Source: an optimization exercise on an open RTL-to-GDS flow (aim: small area). Production flows keep margins and buffers that such runs may drop.
The RTL was checked by simulation tests, not by an equivalence proof against the original design.

==> inputs of 08-21 <==
Design cpu_top, start of the top module:
module cpu_top (
    input         clk,
    input         rst_n,
    input  [3:0]  prog_nibble_in,
    input prog_nibble_in_valid,
    output [3:0]  prog_nibble_out,
    output        prog_out_valid,
    output        prog_done,
    output [11:0] mem_addr,
    output [31:0] mem_wdata,
    input  [31:0] mem_rdata,
    output        mem_wen,
    output        mem_cen
);
    wire [11:0] frame_addr;
    wire [7:0]  frame_cmd;
    wire [31:0] frame_wdata;
    wire        frame_valid;
    wire        frame_ready;
    wire        cmd_start;
    wire        cmd_busy;
    wire [31:0] cmd_result;
    wire        cmd_result_valid;
    wire        cmd_error;
    wire [1:0]  cmd_error_type;
    wire        serializer_busy;
    serial_interface u_serial_if (
        .clk            (clk),
        .rst_n          (rst_n),
        .prog_nibble_in (prog_nibble_in),
        .prog_nibble_in_valid (prog_nibble_in_valid),
        .frame_addr     (frame_addr),
        .frame_cmd      (frame_cmd),
        .frame_wdata    (frame_wdata),
        .frame_valid    (frame_valid),
        .frame_ready    (frame_ready)
    );
    cmd_controller u_cmd_ctrl (
        .clk                (clk),
        .rst_n              (rst_n),
        .frame_valid        (frame_valid),
        .frame_addr         (frame_addr),
        .frame_cmd          (frame_cmd),
        .frame_wdata        (frame_wdata),
        .frame_ready        (frame_ready),
        .cmd_start          (cmd_start),
        .cmd_busy           (cmd_busy),
        .cmd_result         (cmd_result),
        .cmd_result_valid   (cmd_result_valid),
        .cmd_error          (cmd_error),
        .cmd_error_type     (cmd_error_type),
	.serializer_busy    (serializer_busy),
        .mem_addr           (mem_addr),
        .mem_wdata          (mem_wdata),
        .mem_rdata          (mem_rdata),
        .mem_wen            (mem_wen),
        .mem_cen            (mem_cen)
    );
  ...
clock: 250.0 ns
lec_check: 0
abc_area: 1
cap_margin: 20
core_margin: 2
core_utilization: 40
slew_margin: 20
run.sh (not shown) runs the stock make flow with config.mk's settings and CLKGATE_MAP_FILE= SYNTH_SCRIPT=/design/flow/synth_recipe.tcl, a recipe that flattens the netlist after the stock synthesis.
==> 01-05: changes against 08-21 <==
--- a/flow/design.v
+++ b/flow/design.v
@@ -104,59 +104,117 @@
     generate
         for (gi = 31; gi >= 0; gi = gi - 1) begin : g_dor
             assign dor[gi] = dor[gi+1] | d[gi];
         end
     endgenerate
     wire rdata_zero = !dor[0];
-    wire [31:0] q;
-    wire [22:0] r22;
-    wire [31:0] r31;
+    wire        mfirst = st_wait && eq2;
+    wire [7:0]  mb = st_wait ? (eq2 ? mem_rdata[7:0] : P[47:40]) :
+                     st_exe  ? mem_rdata[15:8] : mem_rdata[23:16];
+    wire [31:0] pin = mfirst ? 32'd0 : P[31:0];
+    wire [31:0] mrow [0:8];
+    wire [7:0]  mlo;
+    assign mrow[0] = pin;
+    generate
+        for (gi = 0; gi < 8; gi = gi + 1) begin : g_mul
+            wire [31:0] s;
+            wire        co;
+            rca #(32) u_add (.a(mrow[gi]), .b(W & {32{mb[gi]}}), .ci(1'b0), .s(s), .co(co));
+            assign mlo[gi] = s[0];
+            assign mrow[gi+1] = {co, s[31:1]};
+        end
+    endgenerate
+    wire [31:0] macc = mrow[8];
+    localparam integer DK  = 11;
+    localparam integer DEW = 23 - DK;
+    wire        pass2 = !st_wait && !is_mul;
+    wire [22:0] qn;           
+    wire [8:0]  qf;           
+    wire [15:0] ncol = is_mul ? W[15:0] : ~d[15:0];
     generate
-        for (gi = 0; gi < 32; gi = gi + 1) begin : g_div
+        for (gi = 0; gi < 23; gi = gi + 1) begin : g_div
             localparam integer NB = gi + 1;
+            localparam integer MJ = gi - DK;                  
+            localparam         MAPPED = (gi >= DK) && (gi < DK + 9);
             wire [NB-1:0] t;
             wire [NB-1:0] s;
             wire [NB-1:0] r;
+            wire [NB-1:0] yb;
             wire          co;
+            wire          x;
+            wire          qsel;
+            if (gi < 16) begin : g_m
+                wire g = !is_mul || mem_rdata[31-gi];
+                assign yb = ncol[NB-1:0] & {NB{g}};
+            end else begin : g_d
+                assign yb = ~d[NB-1:0];
+            end
+            if (MAPPED) begin : g_xm
+                if (gi < 16) begin : g_xmm
+                    assign x = is_mul ? macc[15-gi] : (pass2 ? W[8-MJ] : W[31-gi]);
+                end else begin : g_xmd
+                    assign x = pass2 ? W[8-MJ] : W[31-gi];
+                end
+            end else if (gi < 16) begin : g_xn
+                assign x = is_mul ? macc[15-gi] : W[31-gi];
+            end else begin : g_xd
+                assign x = W[31-gi];
+            end
             if (gi == 0) begin : g_t0
-                assign t = W[31];
-            end else if (gi == 23) begin : g_t23
-                assign t = {P[22:0], W[31-gi]};
+                assign t = x;
+            end else if (gi == DK) begin : g_tk
+                assign t = {(pass2 ? P[DK-1:0] : g_div[gi-1].r[gi-1:0]), x};
             end else begin : g_tn
-                assign t = {g_div[gi-1].r[gi-1:0], W[31-gi]};
+                assign t = {g_div[gi-1].r[gi-1:0], x};
+            end
+            if (gi < 16) begin : g_c
+                rca #(NB) u_sub (.a(t), .b(yb), .ci(!is_mul), .s(s), .co(co));
+            end else begin : g_c1
+                rca #(NB) u_sub (.a(t), .b(yb), .ci(1'b1), .s(s), .co(co));
+            end
+            wire q1 = co && !dor[NB];
+            assign qn[22-gi] = q1;
+            if (MAPPED) begin : g_ext
+                wire [DEW-1:0] te;
+                wire [DEW-1:0] se;
+                wire [DEW-1:0] re;
+                wire           coe;
+                if (gi == DK) begin : g_te0
+                    assign te = P[22:DK];
+                end else begin : g_ten
+                    assign te = g_div[gi-1].g_ext.re;
+                end
+                rca #(DEW) u_ext (.a(te), .b(~d[NB+DEW-1:NB]), .ci(co), .s(se), .co(coe));
+                wire q2 = coe && !dor[NB+DEW];
+                assign qf[8-MJ] = q2;
+                assign qsel = pass2 ? q2 : q1;
+                assign re = qsel ? se : te;
+            end else begin : g_noext
+                assign qsel = q1;
+            end
+            if (gi < 16) begin : g_rm
+                assign r = (qsel || is_mul) ? s : t;
+            end else begin : g_rd
+                assign r = qsel ? s : t;
             end
-            rca #(NB) u_sub (.a(t), .b(~d[NB-1:0]), .ci(1'b1), .s(s), .co(co));
-            assign q[31-gi] = co && !dor[NB];
-            assign r = q[31-gi] ? s : t;
-        end
-    endgenerate
-    assign r22 = g_div[22].r;
-    assign r31 = g_div[31].r;
-    wire [15:0] mb = st_wait ? mem_rdata[15:0] : mem_rdata[31:16];
-    wire [31:0] pin = st_wait ? 32'd0 : P[47:16];
-    wire [31:0] mrow [0:16];
-    wire [15:0] mlo;
-    assign mrow[0] = pin;
-    generate
-        for (gi = 0; gi < 16; gi = gi + 1) begin : g_mul
-            wire [31:0] s;
-            wire        co;
-            rca #(32) u_add (.a(mrow[gi]), .b(W & {32{mb[gi]}}), .ci(1'b0), .s(s), .co(co));
-            assign mlo[gi] = s[0];
-            assign mrow[gi+1] = {co, s[31:1]};
         end
     endgenerate
-    wire [31:0] md_low  = is_mul ? {mlo, P[15:0]} : {P[47:25], q[8:0]};
-    wire [31:0] md_high = is_mul ? mrow[16] : r31;
+    wire [15:0] r15 = g_div[15].r;
+    wire [22:0] r22 = g_div[22].r;
+    wire [31:0] r31 = {g_div[DK+8].g_ext.re, g_div[DK+8].r};
+    wire [31:0] md_low  = is_mul ? {r15, mlo, P[39:32]} : {W[31:9], qf};
     wire        a_sub = (cmd == C_SUB);
     wire [31:0] ax = (cmd == C_INC) ? 32'd0 : W;
     wire [31:0] ay = {32{st_wait}} & (mem_rdata ^ {32{a_sub}});
     wire        aci = a_sub || (cmd == C_INC) || (cmd == C_WINC);
     wire [31:0] asum;
     wire        aco;
     rca #(32) u_alu (.a(ax), .b(ay), .ci(aci), .s(asum), .co(aco));
+    wire        l_and = (cmd == C_AND) || (cmd == C_OR);
+    wire        l_xor = (cmd == C_XOR) || (cmd == C_OR);
+    wire [31:0] lres = ((W & mem_rdata) & {32{l_and}}) | ((W ^ mem_rdata) & {32{l_xor}});
     reg [2:0] next_state;
     always @(*) begin
         next_state = state;
         case (state)
             S_IDLE: if (frame_valid) next_state = S_DEC;
             S_DEC:  next_state = S_EXE;
@@ -250,32 +308,39 @@
         end
     end
     always @(posedge clk) begin
         case (state)
             S_IDLE: if (frame_valid) W <= frame_wdata;
             S_EXE: begin
+                if (is_mul) P[31:0] <= macc;
                 if (is_fill)
                     W <= {32{cmd[0]}};
                 else if (cmd == C_WINC && mem_cen_reg)
                     W <= asum;
-                else if (is_muldiv && eq2)
-                    W <= md_high;
+                else if (is_div && eq2)
+                    W <= r31;
+            end
+            S_MEM: begin
+                if (is_arith && eq2) W <= mem_rdata;
+                if (is_mul) P[31:0] <= macc;
             end
-            S_MEM: if (is_arith && eq2) W <= mem_rdata;
             S_WAIT: begin
                 case (cmd)
                     C_READ, C_RSEQ: W <= mem_rdata;
                     C_INC, C_ADD, C_SUB: W <= asum;
                     C_INV: W <= ~mem_rdata;
-                    C_AND: W <= W & mem_rdata;
-                    C_OR:  W <= W | mem_rdata;
-                    C_XOR: W <= W ^ mem_rdata;
+                    C_AND, C_OR, C_XOR: W <= lres;
+                    C_MUL: if (eq3) W <= macc;
                     default: ;
                 endcase
-                if (is_mul) P <= {mrow[16], mlo};
-                else        P <= {q[31:9], 2'b00, r22};
+                if (is_mul) begin
+                    P[31:0] <= macc;
+                    if (eq2) P[47:32] <= {mem_rdata[31:24], mlo};
+                end
+                else        P[22:0] <= r22;
+                if (is_div && eq2) W[31:9] <= qn;
             end
             default: ;
         endcase
     end
     assign frame_ready = st_idle;
     assign cmd_start = (state == S_DEC);
==> flow/flow/run.sh (new file) <==
#!/bin/bash
# The standard layout (standard.sh, unchanged), with the port buffers
# made from the smallest buffer cell and no dummy loads in the clock tree.
set -o pipefail
export BUFFER_PORTS_ARGS="-buffer_cell sky130_fd_sc_hd__buf_1"
export CTS_ARGS="-sink_clustering_enable -repair_clock_nets -sink_clustering_size 16 -sink_clustering_max_diameter 60 -buf_list sky130_fd_sc_hd__clkbuf_8 -dont_use_dummy_load"
bash standard.sh > standard.log 2>&1
==> flow/standard.sh (new file) <==
#!/bin/bash
# synth_recipe.tcl (not shown) runs the flow's synth.tcl, then flattens the netlist and writes it again
# the make line also repeats each setting of config.mk as NAME=value (left out here)
make -C /OpenROAD-flow-scripts/flow DESIGN_CONFIG=/design/flow/config.mk WORK_HOME=/design/flow/orfs CLKGATE_MAP_FILE= SYNTH_SCRIPT=/design/flow/synth_recipe.tcl "${@:-finish}"
- CORE_UTILIZATION: 40 -> 60
- CTS_BUF_LIST: not set -> sky130_fd_sc_hd__clkbuf_8
- CTS_CLUSTER_DIAMETER: not set -> 60
- CTS_CLUSTER_SIZE: not set -> 16
removed: flow/run.sh
==> 05-04: changes against 08-21 <==
--- a/flow/design.v
+++ b/flow/design.v
@@ -104,52 +104,81 @@
     generate
         for (gi = 31; gi >= 0; gi = gi - 1) begin : g_dor
             assign dor[gi] = dor[gi+1] | d[gi];
         end
     endgenerate
     wire rdata_zero = !dor[0];
-    wire [31:0] q;
-    wire [22:0] r22;
-    wire [31:0] r31;
+    wire        mfirst = st_wait && eq2;
+    wire [7:0]  mb = st_wait ? (eq2 ? mem_rdata[7:0] : P[47:40]) :
+                     st_exe  ? mem_rdata[15:8] : mem_rdata[23:16];
+    wire [31:0] pin = mfirst ? 32'd0 : P[31:0];
+    wire [31:0] mrow [0:8];
+    wire [7:0]  mlo;
+    assign mrow[0] = pin;
+    generate
+        for (gi = 0; gi < 8; gi = gi + 1) begin : g_mul
+            wire [31:0] s;
+            wire        co;
+            rca #(32) u_add (.a(mrow[gi]), .b(W & {32{mb[gi]}}), .ci(1'b0), .s(s), .co(co));
+            assign mlo[gi] = s[0];
+            assign mrow[gi+1] = {co, s[31:1]};
+        end
+    endgenerate
+    wire [31:0] macc = mrow[8];
+    wire [15:0] qn;
+    wire [15:0] ncol = is_mul ? W[15:0] : ~d[15:0];
     generate
-        for (gi = 0; gi < 32; gi = gi + 1) begin : g_div
+        for (gi = 0; gi < 16; gi = gi + 1) begin : g_div
             localparam integer NB = gi + 1;
             wire [NB-1:0] t;
             wire [NB-1:0] s;
             wire [NB-1:0] r;
             wire          co;
+            wire          x = is_mul ? macc[15-gi] : W[31-gi];
+            wire          g = !is_mul || mem_rdata[31-gi];
             if (gi == 0) begin : g_t0
-                assign t = W[31];
-            end else if (gi == 23) begin : g_t23
-                assign t = {P[22:0], W[31-gi]};
+                assign t = x;
             end else begin : g_tn
-                assign t = {g_div[gi-1].r[gi-1:0], W[31-gi]};
+                assign t = {g_div[gi-1].r[gi-1:0], x};
             end
-            rca #(NB) u_sub (.a(t), .b(~d[NB-1:0]), .ci(1'b1), .s(s), .co(co));
-            assign q[31-gi] = co && !dor[NB];
-            assign r = q[31-gi] ? s : t;
+            rca #(NB) u_sub (.a(t), .b(ncol[NB-1:0] & {NB{g}}), .ci(!is_mul), .s(s), .co(co));
+            assign qn[15-gi] = co && !dor[NB];
+            assign r = (qn[15-gi] || is_mul) ? s : t;
         end
     endgenerate
-    assign r22 = g_div[22].r;
-    assign r31 = g_div[31].r;
-    wire [15:0] mb = st_wait ? mem_rdata[15:0] : mem_rdata[31:16];
-    wire [31:0] pin = st_wait ? 32'd0 : P[47:16];
-    wire [31:0] mrow [0:16];
-    wire [15:0] mlo;
-    assign mrow[0] = pin;
+    wire [15:0] r15 = g_div[15].r;
+    wire [31:9] qh;
+    wire [8:0]  qf;
     generate
-        for (gi = 0; gi < 16; gi = gi + 1) begin : g_mul
-            wire [31:0] s;
-            wire        co;
-            rca #(32) u_add (.a(mrow[gi]), .b(W & {32{mb[gi]}}), .ci(1'b0), .s(s), .co(co));
-            assign mlo[gi] = s[0];
-            assign mrow[gi+1] = {co, s[31:1]};
+        for (gi = 16; gi < 32; gi = gi + 1) begin : g_div2
+            localparam integer NB = gi + 1;
+            wire [NB-1:0] t;
+            wire [NB-1:0] s;
+            wire [NB-1:0] r;
+            wire          co;
+            wire          qq;
+            if (gi == 16) begin : g_t16
+                assign t = {r15, W[31-gi]};
+            end else if (gi == 23) begin : g_t23
+                assign t = {P[22:0], W[31-gi]};
+            end else begin : g_tn
+                assign t = {g_div2[gi-1].r[gi-1:0], W[31-gi]};
+            end
+            rca #(NB) u_sub (.a(t), .b(~d[NB-1:0]), .ci(1'b1), .s(s), .co(co));
+            assign qq = co && !dor[NB];
+            assign r = qq ? s : t;
+            if (gi < 23) begin : g_qh
+                assign qh[31-gi] = qq;
+            end else begin : g_ql
+                assign qf[31-gi] = qq;
+            end
         end
     endgenerate
-    wire [31:0] md_low  = is_mul ? {mlo, P[15:0]} : {P[47:25], q[8:0]};
-    wire [31:0] md_high = is_mul ? mrow[16] : r31;
+    wire [22:0] r22 = g_div2[22].r;
+    wire [31:0] r31 = g_div2[31].r;
+    wire [31:0] md_low  = is_mul ? {r15, mlo, P[39:32]} : {P[45:23], qf};
     wire        a_sub = (cmd == C_SUB);
     wire [31:0] ax = (cmd == C_INC) ? 32'd0 : W;
     wire [31:0] ay = {32{st_wait}} & (mem_rdata ^ {32{a_sub}});
     wire        aci = a_sub || (cmd == C_INC) || (cmd == C_WINC);
     wire [31:0] asum;
     wire        aco;
@@ -250,32 +279,40 @@
         end
     end
     always @(posedge clk) begin
         case (state)
             S_IDLE: if (frame_valid) W <= frame_wdata;
             S_EXE: begin
+                if (is_mul) P[31:0] <= macc;
                 if (is_fill)
                     W <= {32{cmd[0]}};
                 else if (cmd == C_WINC && mem_cen_reg)
                     W <= asum;
-                else if (is_muldiv && eq2)
-                    W <= md_high;
+                else if (is_div && eq2)
+                    W <= r31;
+            end
+            S_MEM: begin
+                if (is_arith && eq2) W <= mem_rdata;
+                if (is_mul) P[31:0] <= macc;
             end
-            S_MEM: if (is_arith && eq2) W <= mem_rdata;
             S_WAIT: begin
                 case (cmd)
                     C_READ, C_RSEQ: W <= mem_rdata;
                     C_INC, C_ADD, C_SUB: W <= asum;
                     C_INV: W <= ~mem_rdata;
                     C_AND: W <= W & mem_rdata;
                     C_OR:  W <= W | mem_rdata;
                     C_XOR: W <= W ^ mem_rdata;
+                    C_MUL: if (eq3) W <= macc;
                     default: ;
                 endcase
-                if (is_mul) P <= {mrow[16], mlo};
-                else        P <= {q[31:9], 2'b00, r22};
+                if (is_mul) begin
+                    P[31:0] <= macc;
+                    if (eq2) P[47:32] <= {mem_rdata[31:24], mlo};
+                end
+                else        P <= {2'b00, qn, qh[15:9], r22};
             end
             default: ;
         endcase
     end
     assign frame_ready = st_idle;
     assign cmd_start = (state == S_DEC);
- CORE_UTILIZATION: 40 -> 60
==> notes.md <==
metric                                                                             01-05                         08-21                          05-04
Status                                                           complete, no violations       complete, no violations        complete, no violations
Setup Slack @ Placement                                                         12.03 ns                      45.64 ns                       49.51 ns
Number of cells produced by synthesis                                               3992                          4704                           4484
Detailed placer's ending HPWL                                                  102000 µm                     128000 µm                      120000 µm
PnR worst setup slack                                                           11.15 ns                      44.93 ns                       48.39 ns
Worst slew margin relative to its limit                                            20.1%                         18.9%                          20.3%
Number of non-clock inverters                                                        426                           358                            466
Avg Vias per Cell                                                                   6.38                          5.75                           6.43
DIE AREA                                                                      0.0584 mm²                     0.112 mm²                     0.0673 mm²
Startpoint of the tightest hold check path                 u_out_serializer.data_reg[31]  u_out_serializer.data_reg[7]  u_out_serializer.data_reg[27]
Routed wirelength normalized by instance count                                   26.7 µm                       25.9 µm                        28.7 µm
WL met2                                                                         56000 µm                      69100 µm                       63000 µm
Worst clock skew on the final layout                                            0.112 ns                     0.0192 ns                      0.0421 ns
Final instance count without filler cells                                           4785                          6156                           5395
Crit path buf inv count                                                               71                            24                             44
Clock insertion delay at the later pin of the skew report                        0.66 ns                       0.61 ns                        0.60 ns
Hold path endpoint                                         u_out_serializer.data_reg[27]  u_out_serializer.data_reg[3]  u_out_serializer.data_reg[23]
Area share of buffers outside the clock network                                    3.21%                         4.09%                          4.38%
Sequential fraction of the synthesis area                                          16.6%                         12.9%                          14.4%

==> what the ideal ports hide <==
The results above use ideal ports. As a check the final layouts listed here were re-extracted and re-timed, cells and wires unchanged. Step 1 assumes that a clkbuf_16 drives the clock port and a buf_2 every other input. Step 2 times the ports against the registers' clock, not the clock port: input delays grow and output delays shrink by t, the midpoint of the rising clock arrivals with the driver on. a / b / c = ideal / step 1 / step 2; a / b = the first two.
run | shift t [ns] | setup WS [ns] | worst data-port slew with drivers (ns)
08-21 | 0.671 | 44.933 / 44.913 / 44.913 | 0.05
01-05 | 0.659 | 11.152 / 11.129 / 11.129 | 0.05
05-04 | 0.645 | 48.388 / 48.363 / 48.363 | 0.05
After both steps every run listed still meets setup and hold. For 05-04, which loses most, drivers alone change the setup slack by -0.025 ns; drivers and shift together by -0.025 ns.
